This design comes from an exercise in tuning for small area, a short achievable clock period and few clock cycles per item on the open sky130 flow, not from production work.

==> exp/yarrow: inputs <==
## gift128
module gift128(input  wire clk,
               input  wire [127:0] P,
               input  wire [127:0] K,
               input  wire ld,
               output wire [127:0] C,
               output wire done);
==> module gift128, before the edit <==
module gift128(input  wire clk,
               input  wire [127:0] P,
               input  wire [127:0] K,
               input  wire ld,
               output wire [127:0] C,
               output wire done);
    localparam R = 5;
    reg  [127:0] state;
    reg  [127:0] roundkey;
    reg  [5:0]   rc;       
    function [127:0] gift_round(input [127:0] s, input [127:0] w, input [5:0] c);
        reg [31:0] s0, s1, s2, s3, t, p0, p1, p2, p3;
        integer b;
        begin
            {s0, s1, s2, s3} = s;
            s1 = s1 ^ (s0 & s2);
            s0 = s0 ^ (s1 & s3);
            s2 = s2 ^ (s0 | s1);
            s3 = s3 ^ s2;
            s1 = s1 ^ s3;
            s3 = ~s3;
            s2 = s2 ^ (s0 & s1);
            t = s0; s0 = s3; s3 = t;
            for (b = 0; b < 8; b = b + 1) begin
                p0[b +  0] = s0[4*b+0]; p0[b + 24] = s0[4*b+1]; p0[b + 16] = s0[4*b+2]; p0[b +  8] = s0[4*b+3];
                p1[b +  8] = s1[4*b+0]; p1[b +  0] = s1[4*b+1]; p1[b + 24] = s1[4*b+2]; p1[b + 16] = s1[4*b+3];
                p2[b + 16] = s2[4*b+0]; p2[b +  8] = s2[4*b+1]; p2[b +  0] = s2[4*b+2]; p2[b + 24] = s2[4*b+3];
                p3[b + 24] = s3[4*b+0]; p3[b + 16] = s3[4*b+1]; p3[b +  8] = s3[4*b+2]; p3[b +  0] = s3[4*b+3];
            end
            p2 = p2 ^ w[95:64];
            p1 = p1 ^ w[31:0];
            p3 = p3 ^ {1'b1, 25'h0, c};
            gift_round = {p0, p1, p2, p3};
        end
    endfunction
    function [127:0] key_update(input [127:0] w);
        begin
            key_update = {w[17:16], w[31:18], w[11:0], w[15:12], w[127:32]};
        end
    endfunction
    function [5:0] rc_update(input [5:0] c);
        begin
            rc_update = {c[4:0], ~(c[5] ^ c[4])};
        end
    endfunction
    wire [127:0] st [0:R];
    wire [127:0] kw [0:R];
    wire [5:0]   cw [0:R];
    assign st[0] = state;
    assign kw[0] = roundkey;
    assign cw[0] = rc;
    genvar j;
    generate
        for (j = 0; j < R; j = j + 1) begin : rnd
            assign st[j+1] = gift_round(st[j], kw[j], cw[j]);
            assign kw[j+1] = key_update(kw[j]);
            assign cw[j+1] = rc_update(cw[j]);
        end
    endgenerate
    always @(posedge clk) begin
        state    <= ld ? P : st[R];
        roundkey <= ld ? K : kw[R];
        rc       <= ld ? 6'h01 : cw[R];
    end
    assign C    = state;
    assign done = (rc == 6'h34);    
endmodule
clock: 10.0 ns
lec_check: 0
cap_margin: 20
core_margin: 2
core_utilization: 40
slew_margin: 20
run.sh (not shown) runs the stock make flow with config.mk's settings and CLKGATE_MAP_FILE= SYNTH_SCRIPT=/design/flow/synth_recipe.tcl, a recipe that flattens the netlist after the stock synthesis.
==> exp/pepper (differences from exp/yarrow) <==
==> flow/design.v (replaced) <==
module gift128(input  wire clk,
               input  wire [127:0] P,
               input  wire [127:0] K,
               input  wire ld,
               output wire [127:0] C,
               output wire done);
    localparam R = 3;     
    localparam M = 2;     
    reg  [127:0] state;
    reg  [127:0] roundkey;
    reg  [5:0]   rc;        
    reg          done_r;    
    function [127:0] sub_cells(input [127:0] s);
        reg [31:0] s0, s1, s2, s3;
        begin
            {s0, s1, s2, s3} = s;
            s1 = s1 ^ (s0 & s2);
            s0 = s0 ^ (s1 & s3);
            s2 = s2 ^ (s0 | s1);
            s3 = s3 ^ s2;
            s1 = s1 ^ s3;
            s3 = ~s3;
            s2 = s2 ^ (s0 & s1);
            sub_cells = {s3, s1, s2, s0};
        end
    endfunction
    function [127:0] perm_ark(input [127:0] s, input [127:0] w, input [5:0] c);
        reg [31:0] s0, s1, s2, s3, p0, p1, p2, p3;
        integer b;
        begin
            {s0, s1, s2, s3} = s;
            for (b = 0; b < 8; b = b + 1) begin
                p0[b +  0] = s0[4*b+0]; p0[b + 24] = s0[4*b+1]; p0[b + 16] = s0[4*b+2]; p0[b +  8] = s0[4*b+3];
                p1[b +  8] = s1[4*b+0]; p1[b +  0] = s1[4*b+1]; p1[b + 24] = s1[4*b+2]; p1[b + 16] = s1[4*b+3];
                p2[b + 16] = s2[4*b+0]; p2[b +  8] = s2[4*b+1]; p2[b +  0] = s2[4*b+2]; p2[b + 24] = s2[4*b+3];
                p3[b + 24] = s3[4*b+0]; p3[b + 16] = s3[4*b+1]; p3[b +  8] = s3[4*b+2]; p3[b +  0] = s3[4*b+3];
            end
            p2 = p2 ^ w[95:64];
            p1 = p1 ^ w[31:0];
            p3 = p3 ^ {1'b1, 25'h0, c};
            perm_ark = {p0, p1, p2, p3};
        end
    endfunction
    function [127:0] key_update(input [127:0] w);
        begin
            key_update = {w[17:16], w[31:18], w[11:0], w[15:12], w[127:32]};
        end
    endfunction
    function [5:0] rc_update(input [5:0] c);
        begin
            rc_update = {c[4:0], ~(c[5] ^ c[4])};
        end
    endfunction
    wire [127:0] st [0:R];
    wire [127:0] kw [0:R];
    wire [5:0]   cw [0:R];
    wire [127:0] st_in [0:R-1];
    wire [127:0] kw_in [0:R-1];
    wire [5:0]   cw_in [0:R-1];
    assign st[0] = state;
    assign kw[0] = roundkey;
    assign cw[0] = rc;
    genvar j;
    generate
        for (j = 0; j < R; j = j + 1) begin : rnd
            if (j == M) begin : mx
                assign st_in[j] = ld ? P : st[j];
                assign kw_in[j] = ld ? K : kw[j];
                assign cw_in[j] = ld ? 6'h01 : cw[j];
            end else begin : nomx
                assign st_in[j] = st[j];
                assign kw_in[j] = kw[j];
                assign cw_in[j] = cw[j];
            end
            assign st[j+1] = perm_ark(sub_cells(st_in[j]), kw_in[j], cw_in[j]);
            assign kw[j+1] = key_update(kw_in[j]);
            assign cw[j+1] = rc_update(cw_in[j]);
        end
    endgenerate
    wire [5:0] rc_next = cw[R];
    always @(posedge clk) begin
        done_r <= (rc_next == 6'h34);    
        state    <= st[R];
        roundkey <= kw[R];
        rc       <= rc_next;
    end
    assign C    = state;
    assign done = done_r;
endmodule
==> flow/flow/run.sh (new file) <==
#!/bin/bash
# The standard ORFS layout, with 1x port buffers instead of the default
# (clkdlybuf4s50_1) and, if flow/margin.txt exists, timing repair aimed that
# many ns below the clock period (setup margin). The make output goes to
# flow_std.log here; ORFS's per-step logs are under orfs/logs.
set -euo pipefail
ARGS=("BUFFER_PORTS_ARGS=-buffer_cell sky130_fd_sc_hd__buf_1")
if [[ -f flow/margin.txt ]]; then ARGS+=("SETUP_SLACK_MARGIN=$(cat flow/margin.txt)"); fi
bash standard.sh "${ARGS[@]}" finish > flow_std.log 2>&1
==> flow/flow/margin.txt (new file) <==
6.4
==> flow/standard.sh (new file) <==
#!/bin/bash
# synth_recipe.tcl (not shown) runs the flow's synth.tcl, then flattens the netlist and writes it again
# the make line also repeats each setting of config.mk as NAME=value (left out here)
make -C /OpenROAD-flow-scripts/flow DESIGN_CONFIG=/design/flow/config.mk WORK_HOME=/design/flow/orfs CLKGATE_MAP_FILE= SYNTH_SCRIPT=/design/flow/synth_recipe.tcl "${@:-finish}"
removed: flow/run.sh
==> qor summary <==
|  | exp/pepper | exp/yarrow |
|---|---|---|
| Clock Skew | 0.0225 ns | 0.0280 ns |
| Final weighted congestion in routability-driven placement | 0.942 | 1.05 |
| Die H | 235 um | 289 um |
| Unique cell type count in the Yosys netlist | 115 | 125 |
| Outcome | complete, no violations | complete, no violations |
| Number of nets produced by synthesis | 2,747 | 4,428 |
| Critical path data arrival time | 4.05 ns | 6.74 ns |
| Post-synth design cell area | 0.0213 mm^2 | 0.0325 mm^2 |
| Final worst hold slack | 0.511 ns | 0.665 ns |
| DR WL met2 | 41,300 um | 70,300 um |
| Crit Path Class | in2reg | reg2reg |
| Horizontal die dimension | 235 um | 289 um |
| Final standard cell count with taps included and fillers excluded | 3,572 | 5,548 |
| First-pass GRT wire length | 131,000 um | 226,000 um |
| Initial core utilization | 40.5% | 40.4% |
No run of this note included a check of the RTL's function; only the layout flow was run.


==> wip/cedar: inputs <==
RTL: one of the versions met above, not the one the previous note started from.
==> module gift128, before the edit <==
module gift128(input  wire clk,
               input  wire [127:0] P,
               input  wire [127:0] K,
               input  wire ld,
               output wire [127:0] C,
               output wire done);
    localparam R = 3;     
    localparam M = 2;     
    reg  [127:0] state;
    reg  [127:0] roundkey;
    reg  [5:0]   rc;        
    reg          done_r;    
    function [127:0] sub_cells(input [127:0] s);
        reg [31:0] s0, s1, s2, s3;
        begin
            {s0, s1, s2, s3} = s;
            s1 = s1 ^ (s0 & s2);
            s0 = s0 ^ (s1 & s3);
            s2 = s2 ^ (s0 | s1);
            s3 = s3 ^ s2;
            s1 = s1 ^ s3;
            s3 = ~s3;
            s2 = s2 ^ (s0 & s1);
            sub_cells = {s3, s1, s2, s0};
        end
    endfunction
    function [127:0] perm_ark(input [127:0] s, input [127:0] w, input [5:0] c);
        reg [31:0] s0, s1, s2, s3, p0, p1, p2, p3;
        integer b;
        begin
            {s0, s1, s2, s3} = s;
            for (b = 0; b < 8; b = b + 1) begin
                p0[b +  0] = s0[4*b+0]; p0[b + 24] = s0[4*b+1]; p0[b + 16] = s0[4*b+2]; p0[b +  8] = s0[4*b+3];
                p1[b +  8] = s1[4*b+0]; p1[b +  0] = s1[4*b+1]; p1[b + 24] = s1[4*b+2]; p1[b + 16] = s1[4*b+3];
                p2[b + 16] = s2[4*b+0]; p2[b +  8] = s2[4*b+1]; p2[b +  0] = s2[4*b+2]; p2[b + 24] = s2[4*b+3];
                p3[b + 24] = s3[4*b+0]; p3[b + 16] = s3[4*b+1]; p3[b +  8] = s3[4*b+2]; p3[b +  0] = s3[4*b+3];
            end
            p2 = p2 ^ w[95:64];
            p1 = p1 ^ w[31:0];
            p3 = p3 ^ {1'b1, 25'h0, c};
            perm_ark = {p0, p1, p2, p3};
        end
    endfunction
    function [127:0] key_update(input [127:0] w);
        begin
            key_update = {w[17:16], w[31:18], w[11:0], w[15:12], w[127:32]};
        end
    endfunction
    function [5:0] rc_update(input [5:0] c);
        begin
            rc_update = {c[4:0], ~(c[5] ^ c[4])};
        end
    endfunction
    wire [127:0] st [0:R];
    wire [127:0] kw [0:R];
    wire [5:0]   cw [0:R];
    wire [127:0] st_in [0:R-1];
    wire [127:0] kw_in [0:R-1];
    wire [5:0]   cw_in [0:R-1];
    assign st[0] = state;
    assign kw[0] = roundkey;
    assign cw[0] = rc;
    genvar j;
    generate
        for (j = 0; j < R; j = j + 1) begin : rnd
            if (j == M) begin : mx
                assign st_in[j] = ld ? P : st[j];
                assign kw_in[j] = ld ? K : kw[j];
                assign cw_in[j] = ld ? 6'h01 : cw[j];
            end else begin : nomx
                assign st_in[j] = st[j];
                assign kw_in[j] = kw[j];
                assign cw_in[j] = cw[j];
            end
            assign st[j+1] = perm_ark(sub_cells(st_in[j]), kw_in[j], cw_in[j]);
            assign kw[j+1] = key_update(kw_in[j]);
            assign cw[j+1] = rc_update(cw_in[j]);
        end
    endgenerate
    wire [5:0] rc_next = cw[R];
    always @(posedge clk) begin
        done_r <= (rc_next == 6'h34);    
        state    <= st[R];
        roundkey <= kw[R];
        rc       <= rc_next;
    end
    assign C    = state;
    assign done = done_r;
endmodule
export LEC_CHECK = 0
export CAP_MARGIN = 20
export CORE_MARGIN = 2
export CORE_UTILIZATION = 40
export SLEW_MARGIN = 20
create_clock -name core_clock -period 10.0 [get_ports {clk}]
standard.sh (not shown) runs the stock make flow with config.mk's settings and CLKGATE_MAP_FILE= SYNTH_SCRIPT=/design/flow/synth_recipe.tcl, a recipe that flattens the netlist after the stock synthesis.
==> flow/flow/run.sh <==
#!/bin/bash
# The standard ORFS layout, with 1x port buffers instead of the default
# (clkdlybuf4s50_1) and, if flow/margin.txt exists, timing repair aimed that
# many ns below the clock period (setup margin). The make output goes to
# flow_std.log here; ORFS's per-step logs are under orfs/logs.
set -euo pipefail
ARGS=("BUFFER_PORTS_ARGS=-buffer_cell sky130_fd_sc_hd__buf_1")
if [[ -f flow/margin.txt ]]; then ARGS+=("SETUP_SLACK_MARGIN=$(cat flow/margin.txt)"); fi
bash standard.sh "${ARGS[@]}" finish > flow_std.log 2>&1
==> wip/indigo (differences from wip/cedar) <==
--- a/flow/design.v
+++ b/flow/design.v
@@ -6,3 +6,3 @@
                output wire done);
-    localparam R = 3;     
+    localparam R = 2;     
     localparam M = 2;     
@@ -79,7 +79,7 @@
     endgenerate
-    wire [5:0] rc_next = cw[R];
+    wire [5:0] rc_next = ld ? 6'h01 : cw[R];
     always @(posedge clk) begin
         done_r <= (rc_next == 6'h34);    
-        state    <= st[R];
-        roundkey <= kw[R];
+        state    <= ld ? P : st[R];
+        roundkey <= ld ? K : kw[R];
         rc       <= rc_next;
==> flow/flow/margin.txt (new file) <==
6.8
==> comparison <==
- In wip/cedar the via count is larger than in wip/indigo, by about 40%.
- Routed wire length: wip/cedar is higher than wip/indigo (about 50%).
- Of wip/cedar and wip/indigo, wip/cedar has the higher synthesized cell count (gap 37%, measured against wip/indigo).
- In wip/cedar the sequential share of layout area is lower than in wip/indigo, by 7.0 points.
- In wip/cedar the non-clock buffer count is lower than in wip/indigo, by 13.
- Of wip/indigo and wip/cedar, wip/cedar has the higher critical path depth (gap 9).
==> figures <==
	wip/cedar	wip/indigo
Outcome	complete, no violations	complete, no violations
Post-synthesis instance area	21,300 µm²	16,200 µm²
Critical path endpoint category	flip-flop	output pin
Share of the synthesized netlist area taken by xor and xnor gates	0.221	0.180
Time the final worst path needs with I/O delays and setup	4790 ps	3170 ps
FMAX	0.209 GHz	0.315 GHz
Data required time at the worst endpoint	10,440 ps	8000 ps
Via count	20,666	14,889
CP Data Arrival Time	5230 ps	1170 ps
Core Area	52,700 µm²	39,800 µm²
Smallest hold slack	506 ps	507 ps
Number of non-clock buffers in the layout	393	406
Met3 routed wirelength	6290 µm	4470 µm
Ratio of cells with drive above 1 in the final layout	0.105	0.203
Number of multi-input logic gates	2,121	1,482
No run of this note included a check of the RTL's function; only the layout flow was run.

[what the ideal ports hide]
How much do the figures lean on ideal ports? The routed layouts below were timed once more, with nothing changed but the port constraints.
Step 1 sets driving cells, clkbuf_16 on the clock port and buf_2 on the other inputs (assumed; they add their load-dependent delay and slew).
Step 2 also shifts input and output timing later by t, the mid clock arrival at the registers, as if the neighbouring blocks saw the same clock.
a / b / c = ideal ports / drivers / drivers and shift; a / b = the first two.
run | shift t [ns] | slack for setup (ns) | worst setup path at the end | latest minus earliest clock arrival (ns)
exp/yarrow | 0.640 | 3.623 / 3.623 / 3.623 | register to register | 0.028 / 0.028
exp/pepper | 0.621 | 6.434 / 6.326 / 5.705 | input to register | 0.023 / 0.023
wip/cedar | 0.597 | 5.214 / 5.247 / 4.650 | input to register | 0.017 / 0.017
wip/indigo | 0.627 | 6.826 / 6.774 / 6.241 | input to register | 0.014 / 0.014
After both steps every run listed still meets setup and hold. The setup slack of exp/pepper, which loses most, moves by -0.108 ns with the drivers and by -0.729 ns with both steps.
